From an optimization exercise on the open Yosys and OpenROAD flow, aimed at small area; shortcuts taken in it are not production practice.
The RTL was checked by simulation tests, not by an equivalence proof against the original design.
No activity file was given, so power comes from the tool's default toggle rates.

Setup of run 1:
Design VectorAccumulate, start of the top module:
module VectorAccumulate #(
    parameter vector_length = 7,
    parameter data_width = 16
) (
    input wire clk,
    input wire [vector_length*data_width-1: 0] vector_in,
    output wire [data_width+$clog2(vector_length)-1: 0] vector_sum
);
==> flow/config.mk <==
export PLATFORM = sky130hd
export DESIGN_NAME = VectorAccumulate
export DESIGN_NICKNAME = VectorAccumulate
export VERILOG_FILES = /design/flow/design.v
export SDC_FILE = /design/flow/constraint.sdc
export NUM_CORES = 4
export LEC_CHECK = 0
export CAP_MARGIN = 20
export CORE_MARGIN = 2
export CORE_UTILIZATION = 40
export SLEW_MARGIN = 20
==> flow/constraint.sdc <==
create_clock -name core_clock -period 4.0 [get_ports {clk}]
set_input_delay 0.8000 -clock core_clock [delete_from_list [all_inputs] [get_ports {clk}]]
set_output_delay 0.8000 -clock core_clock [all_outputs]
set_load 0.01 [all_outputs]
standard.sh (not shown) runs the stock make flow with config.mk's settings and CLKGATE_MAP_FILE= SYNTH_SCRIPT=/design/flow/synth_recipe.tcl, a recipe that flattens the netlist after the stock synthesis.
==> flow/flow/run.sh <==
#!/bin/bash
# The standard layout (standard.sh) with these changes to how it is made:
#  - Yosys's synth runs without its early "abc -fast" pass (-noabc), so that extract_fa
#    finds the design's full and half adders in their plain form and maps them to
#    fa/ha cells without inverters on their pins;
#  - every input and output port still gets a buffer, but a buf_1 rather than the
#    delay-buffer cell buffer_ports picks by default;
#  - clock tree synthesis uses clkbuf_4 buffers and no dummy loads.
# standard.sh's make output goes to standard.log; ORFS writes each step's log under orfs/logs.
set -euo pipefail
export SYNTH_ARGS="-noabc"
export BUFFER_PORTS_ARGS="-buffer_cell sky130_fd_sc_hd__buf_1"
export CTS_ARGS="-sink_clustering_enable -repair_clock_nets -dont_use_dummy_load -buf_list sky130_fd_sc_hd__clkbuf_8 -root_buf sky130_fd_sc_hd__clkbuf_8 -sink_clustering_size 35 -sink_clustering_max_diameter 200"
bash standard.sh > standard.log 2>&1
Here is what was changed in the inputs of run 2 compared with run 1.
-- flow/flow/run.sh --
<<< run 1, line 13
export CTS_ARGS="-sink_clustering_enable -repair_clock_nets -dont_use_dummy_load -buf_list sky130_fd_sc_hd__clkbuf_8 -root_buf sky130_fd_sc_hd__clkbuf_8 -sink_clustering_size 35 -sink_clustering_max_diameter 200"
>>> run 2, line 13
export CTS_ARGS="-sink_clustering_enable -repair_clock_nets -dont_use_dummy_load -buf_list sky130_fd_sc_hd__clkbuf_4 -root_buf sky130_fd_sc_hd__clkbuf_4 -sink_clustering_size 25 -sink_clustering_max_diameter 100"
Results
- Run 2 | stages: all done | timing, DRC, antenna: all pass
- | via count of the first global-routing pass | run 1 vs run 2 | ≈ equal |
- For the minimum setup slack in the final design, run 2 came in 67 ps higher than run 1 did.
- Summary of the comparison: violation count after the first detailed-routing iteration is higher in run 2, relative to run 1.
- The global-route usage of run 2 and that of run 1 are within noise of each other.
- Relative to run 1, share of cell area taken by flip-flops and latches has increased by 0.47 points in run 2.
- Run 1 has a lower met3 wire length than run 2.
- Number of vias in the routed layout essentially unchanged between run 2 and run 1.
- Re relative area change from synthesis to final layout: run 1 was higher than run 2.
- In the flow results for run 2 and run 1, the final period utilization is larger on run 1.
- ~same wire length in run 2 and run 1
- Run 1 -> run 2: total chip power decreased by a few percent
> inputs changed (run 2 -> run 3)
-- flow/flow/run.sh --
<<< run 2, line 13
export CTS_ARGS="-sink_clustering_enable -repair_clock_nets -dont_use_dummy_load -buf_list sky130_fd_sc_hd__clkbuf_4 -root_buf sky130_fd_sc_hd__clkbuf_4 -sink_clustering_size 25 -sink_clustering_max_diameter 100"
>>> run 3, line 13
export CTS_ARGS="-sink_clustering_enable -repair_clock_nets -dont_use_dummy_load -buf_list sky130_fd_sc_hd__clkbuf_16 -root_buf sky130_fd_sc_hd__clkbuf_16 -sink_clustering_size 70 -sink_clustering_max_diameter 500"
Run 3 | stages: all done | timing, DRC, antenna: all pass
Diff run 2..run 3 | cts-stage hold buffer count | unchanged
Higher total chip power among run 2 and run 3: run 3
Number of routed nets with antenna violations came out exactly the same in run 2 and run 3.
Between run 2 and run 3, the difference in worst hold slack is negligible.
Row logic gate share of total power: run 3 lower / run 2 higher
Compared with run 2, run 3 shows a post-synthesis to final-layout area growth that is 4.7 points higher.
Compared with run 2, run 3 shows a higher power per unit of standard cell area.
Run 3: share of cell area taken by flip-flops and latches lower than run 2
Clock power delta (run 3 − run 2): unfavourable
What run 4 does differently from run 3 at the input level:
-- flow/flow/run.sh --
<<< run 3, line 13
export CTS_ARGS="-sink_clustering_enable -repair_clock_nets -dont_use_dummy_load -buf_list sky130_fd_sc_hd__clkbuf_16 -root_buf sky130_fd_sc_hd__clkbuf_16 -sink_clustering_size 70 -sink_clustering_max_diameter 500"
>>> run 4, line 13
export CTS_ARGS="-repair_clock_nets -dont_use_dummy_load -buf_list sky130_fd_sc_hd__clkbuf_8 -root_buf sky130_fd_sc_hd__clkbuf_8"
Results
Total routed wire length on the met1 layer (run 4 vs. run 3) decreases slightly. Compared with run 3, in run 4 worst endpoint data arrival time level, worst setup slack after layout neither gained nor lost much, via count dropped 11, detailed-route wire length went up, final critical path time including I/O delays and setup ~0 delta. Run 3 -> run 4: number of cells produced by synthesis delta 0, exact match. From run 4 to run 3, total number of tap cells did not move at all. Utilization run 3 -> run 4: down. Sort run 3 and run 4 by global-route wire length before repair, descending, and run 3 comes first.
--- input diff run 4..run 5 ---
-- flow/flow/run.sh --
<<< run 4, line 13
export CTS_ARGS="-repair_clock_nets -dont_use_dummy_load -buf_list sky130_fd_sc_hd__clkbuf_8 -root_buf sky130_fd_sc_hd__clkbuf_8"
>>> run 5, line 13
export CTS_ARGS="-sink_clustering_enable -repair_clock_nets -dont_use_dummy_load -buf_list sky130_fd_sc_hd__clkbuf_4 -root_buf sky130_fd_sc_hd__clkbuf_4 -sink_buffer_max_cap_derate 1.0"
On worst setup margin, run 5 does better than run 4.
Global-route usage across run 4 and run 5: no real change.
Run 5 vs. run 4: post-route DRC violation count neither gained nor lost much, sequential share of layout area up 0.47 points, fmax climbed 5.1 MHz.
Any difference in via count between run 4 and run 5 is small enough to ignore.
Higher power density over the cells among run 4 and run 5: run 4
Sum of internal, switching and leakage power ended up 4.6% lower on run 5 than on run 4.
Routed wire length: run 5 vs run 4 — no meaningful difference
Looking at run 4 and run 5, the slack of the worst reg-to-reg path is a wash.
Summary: with run 4 as the reference, met3 routed wirelength in run 5 moved up slightly.
The inputs of run 6 differ from those of run 5 as listed below.
-- flow/flow/run.sh --
<<< run 5, line 13
export CTS_ARGS="-sink_clustering_enable -repair_clock_nets -dont_use_dummy_load -buf_list sky130_fd_sc_hd__clkbuf_4 -root_buf sky130_fd_sc_hd__clkbuf_4 -sink_buffer_max_cap_derate 1.0"
>>> run 6, line 13
export CTS_ARGS="-sink_clustering_enable -repair_clock_nets -dont_use_dummy_load -buf_list sky130_fd_sc_hd__clkbuf_2 -root_buf sky130_fd_sc_hd__clkbuf_4"
### Flow results
- Run 5 -> run 6: detailed-route vias per instance delta 0, exact match
- Area of the mapped netlist: run 6 vs run 5 identical
- On relative contribution of the clock network to total power, run 5 and run 6 are basically level.
- As far as die area goes, run 6 and run 5 are indistinguishable; the numbers are identical.
- The relative contribution of combinational cells to total power of run 5 and that of run 6 are within noise of each other.
- Diff run 5 -> run 6: total chip power held; share of final layout cell area taken by clock buffers and inverters now sits at about the same level.

[re-timing with driven ports]
No port has a modelled driver above. Below, the same layouts with a new extraction and two added sets of constraints.
Step 1 (the two cells are an assumption about what drives the block):
set clk [get_ports {clk}]
set_driving_cell -lib_cell sky130_fd_sc_hd__clkbuf_16 $clk
set_driving_cell -lib_cell sky130_fd_sc_hd__buf_2 [delete_from_list [all_inputs] $clk]
Step 2 moves the port delays by t, midway between the first and last clock arrival at a register: inputs arrive t later, outputs are due t later. That takes back most of the time a late clock gives input paths.
Three values: ideal, step 1, step 2; two values: the first two.
| run | t (ns) | setup slack, ns | hold slack, ns | latest minus earliest clock arrival (ns) |
|---|---|---|---|---|
| run 1 | 0.343 | 0.336 / 0.337 / -0.005 | 0.314 / 0.314 / 0.314 | 0.021 / 0.021 |
| run 2 | 0.392 | 0.402 / 0.402 / 0.010 | 0.314 / 0.314 / 0.314 | 0.032 / 0.033 |
| run 3 | 0.337 | 0.333 / 0.339 / 0.002 | 0.314 / 0.314 / 0.314 | 0.017 / 0.017 |
| run 4 | 0.343 | 0.336 / 0.337 / -0.005 | 0.314 / 0.314 / 0.314 | 0.021 / 0.021 |
| run 5 | 0.392 | 0.402 / 0.402 / 0.010 | 0.314 / 0.314 / 0.314 | 0.032 / 0.033 |
| run 6 | 0.392 | 0.402 / 0.402 / 0.010 | 0.314 / 0.314 / 0.314 | 0.032 / 0.033 |
Met with ideal ports but missed after step 2: setup timing in run 1 and run 4.
